Source: an optimization exercise on an open RTL-to-GDS flow (aim: small area, a short achievable clock period and few clock cycles per item). Production flows keep margins and buffers that such runs may drop.
The RTL was checked by simulation tests, not by an equivalence proof against the original design.

== maple ==
// subFloat64Sigs
module subFloat64Sigs (
        ap_clk,
        ap_rst,
        ap_start,
        ap_done,
        ap_idle,
        ap_ready,
        a,
        b,
        zSign,
        ap_return
);
Size in the first run: roughly 4,000 cells after synthesis, ~66 flip-flops, ~20,000 um2 of cells after synthesis.
==> flow/config.mk <==
export PLATFORM = sky130hd
export DESIGN_NAME = subFloat64Sigs
export DESIGN_NICKNAME = subFloat64Sigs
export VERILOG_FILES = /design/flow/design.v
export SDC_FILE = /design/flow/constraint.sdc
export NUM_CORES = 4
export LEC_CHECK = 0
export ABC_AREA = 1
export CAP_MARGIN = 20
export CORE_MARGIN = 2
export CORE_UTILIZATION = 35
export GPL_TIMING_DRIVEN = 0
export SETUP_SLACK_MARGIN = 0.2
export SLEW_MARGIN = 20
==> flow/constraint.sdc <==
create_clock -name core_clock -period 10.0 [get_ports {ap_clk}]
set_input_delay 2.0000 -clock core_clock [delete_from_list [all_inputs] [get_ports {ap_clk}]]
set_output_delay 2.0000 -clock core_clock [all_outputs]
set_load 0.01 [all_outputs]
standard.sh (not shown) runs the stock make flow with config.mk's settings and CLKGATE_MAP_FILE= SYNTH_SCRIPT=/design/flow/synth_recipe.tcl, a recipe that flattens the netlist after the stock synthesis.
==> flow/flow/run.sh <==
#!/bin/bash
# The standard layout (standard.sh) with these changes:
# - adders are not mapped to the library's full/half-adder cells before ABC,
#   so ABC can restructure the carry logic;
# - port buffers are plain buffers (buf_1, upsized by the resizer where timing needs it) instead of delay cells;
# - the resizer may change a cell's footprint when it resizes.
# make's output goes to flow_make.log; each ORFS step logs under orfs/logs.
set -euo pipefail
bash standard.sh ADDER_MAP_FILE= "BUFFER_PORTS_ARGS=-buffer_cell sky130_fd_sc_hd__buf_1" MATCH_CELL_FOOTPRINT=0 finish > flow_make.log 2>&1
Having completed the whole flow, maple delivered a layout that passed the timing, DRC and antenna checks.
Testbench counts of maple, summed over its fixed seeds: cycles 2,448, items 2,400.
Inputs modified between maple and harbor:
- removing SETUP_SLACK_MARGIN (formerly 0.2)
- changing ABC_AREA from 1 to 0
- changing CORE_UTILIZATION from 35 to 60
==> flow/flow/run.sh <==
#!/bin/bash
# The standard layout (standard.sh) with these changes:
# - adders are not mapped to the library's full/half-adder cells before ABC,
#   so ABC can restructure the carry logic;
# - port buffers are plain buffers (buf_4) instead of delay cells;
# - the resizer may change a cell's footprint when it resizes.
# make's output goes to flow_make.log; each ORFS step logs under orfs/logs.
set -euo pipefail
bash standard.sh ADDER_MAP_FILE= "BUFFER_PORTS_ARGS=-buffer_cell sky130_fd_sc_hd__buf_4" MATCH_CELL_FOOTPRINT=0 finish > flow_make.log 2>&1
[summary]
The remaining runs in harbor and maple completed every stage, whereas harbor halted early.
Lower post-CTS repair timing setup buffer count goes to maple over harbor.
The synthesized cell count number comes out lower for harbor vs maple.
Going from maple to harbor, mean instance size in the synthesized netlist grew by more than a quarter.
Setup changes, harbor to ember
- CORE_UTILIZATION now 35, was 60
- SETUP_SLACK_MARGIN now 0.3, previously not set
- ABC_AREA now 1, was 0
==> flow/flow/run.sh <==
#!/bin/bash
# The standard layout (standard.sh) with these changes:
# - adders are not mapped to the library's full/half-adder cells before ABC,
#   so ABC can restructure the carry logic;
# - port buffers are plain buffers (buf_1, upsized by the resizer where timing needs it) instead of delay cells;
# - the resizer may change a cell's footprint when it resizes.
# make's output goes to flow_make.log; each ORFS step logs under orfs/logs.
set -euo pipefail
bash standard.sh ADDER_MAP_FILE= "BUFFER_PORTS_ARGS=-buffer_cell sky130_fd_sc_hd__buf_1" MATCH_CELL_FOOTPRINT=0 finish > flow_make.log 2>&1
Notes after the runs:
ember: all stages complete, timing, DRC and antenna checks passed. Post-synthesis compound-gate area fraction on ember is down relative to harbor. Number of port buffers went up by a few percent going from harbor to ember. Re register area share after synthesis: harbor was lower than ember. Across both runs, share of cell area taken by muxes after synthesis was lower for ember than for harbor. From harbor to ember the numbers moved as follows: simple-gate share of the synthesized area grew by 30 points; cell total after placement grew by 946; area share of xor/xnor cells in the synthesized design shrank by 3.4 points. ember vs. harbor: net count after synthesis now sits higher; half-perimeter wire length of the detailed placement result now sits lower; placement-stage worst setup slack now sits higher.

what the ideal ports hide:
Ports are ideal in the flow. The routed layouts listed here were re-timed in OpenROAD. Step 1 (the two cells are an assumption about what drives the block):
set clk [get_ports {ap_clk}]
set_driving_cell -lib_cell sky130_fd_sc_hd__clkbuf_16 $clk
set_driving_cell -lib_cell sky130_fd_sc_hd__buf_2 [delete_from_list [all_inputs] $clk]
Step 2 times the ports against the registers' clock, not the clock port: input delays grow and output delays shrink by t, the midpoint of the rising clock arrivals with the driver on. a / b / c = ideal ports / drivers / drivers and shift; a / b = the first two.
run	shift t [ns]	setup slack, ns	worst slew at a driven data input, ns	cell pins on the clock port's net
maple	0.398	0.266 / 0.240 / 0.240	0.13	1
ember	0.393	0.299 / 0.276 / 0.276	0.14	1
After both steps every run listed still meets setup and hold. For maple, which loses most, drivers alone change the setup slack by -0.026 ns; drivers and shift together by -0.026 ns.
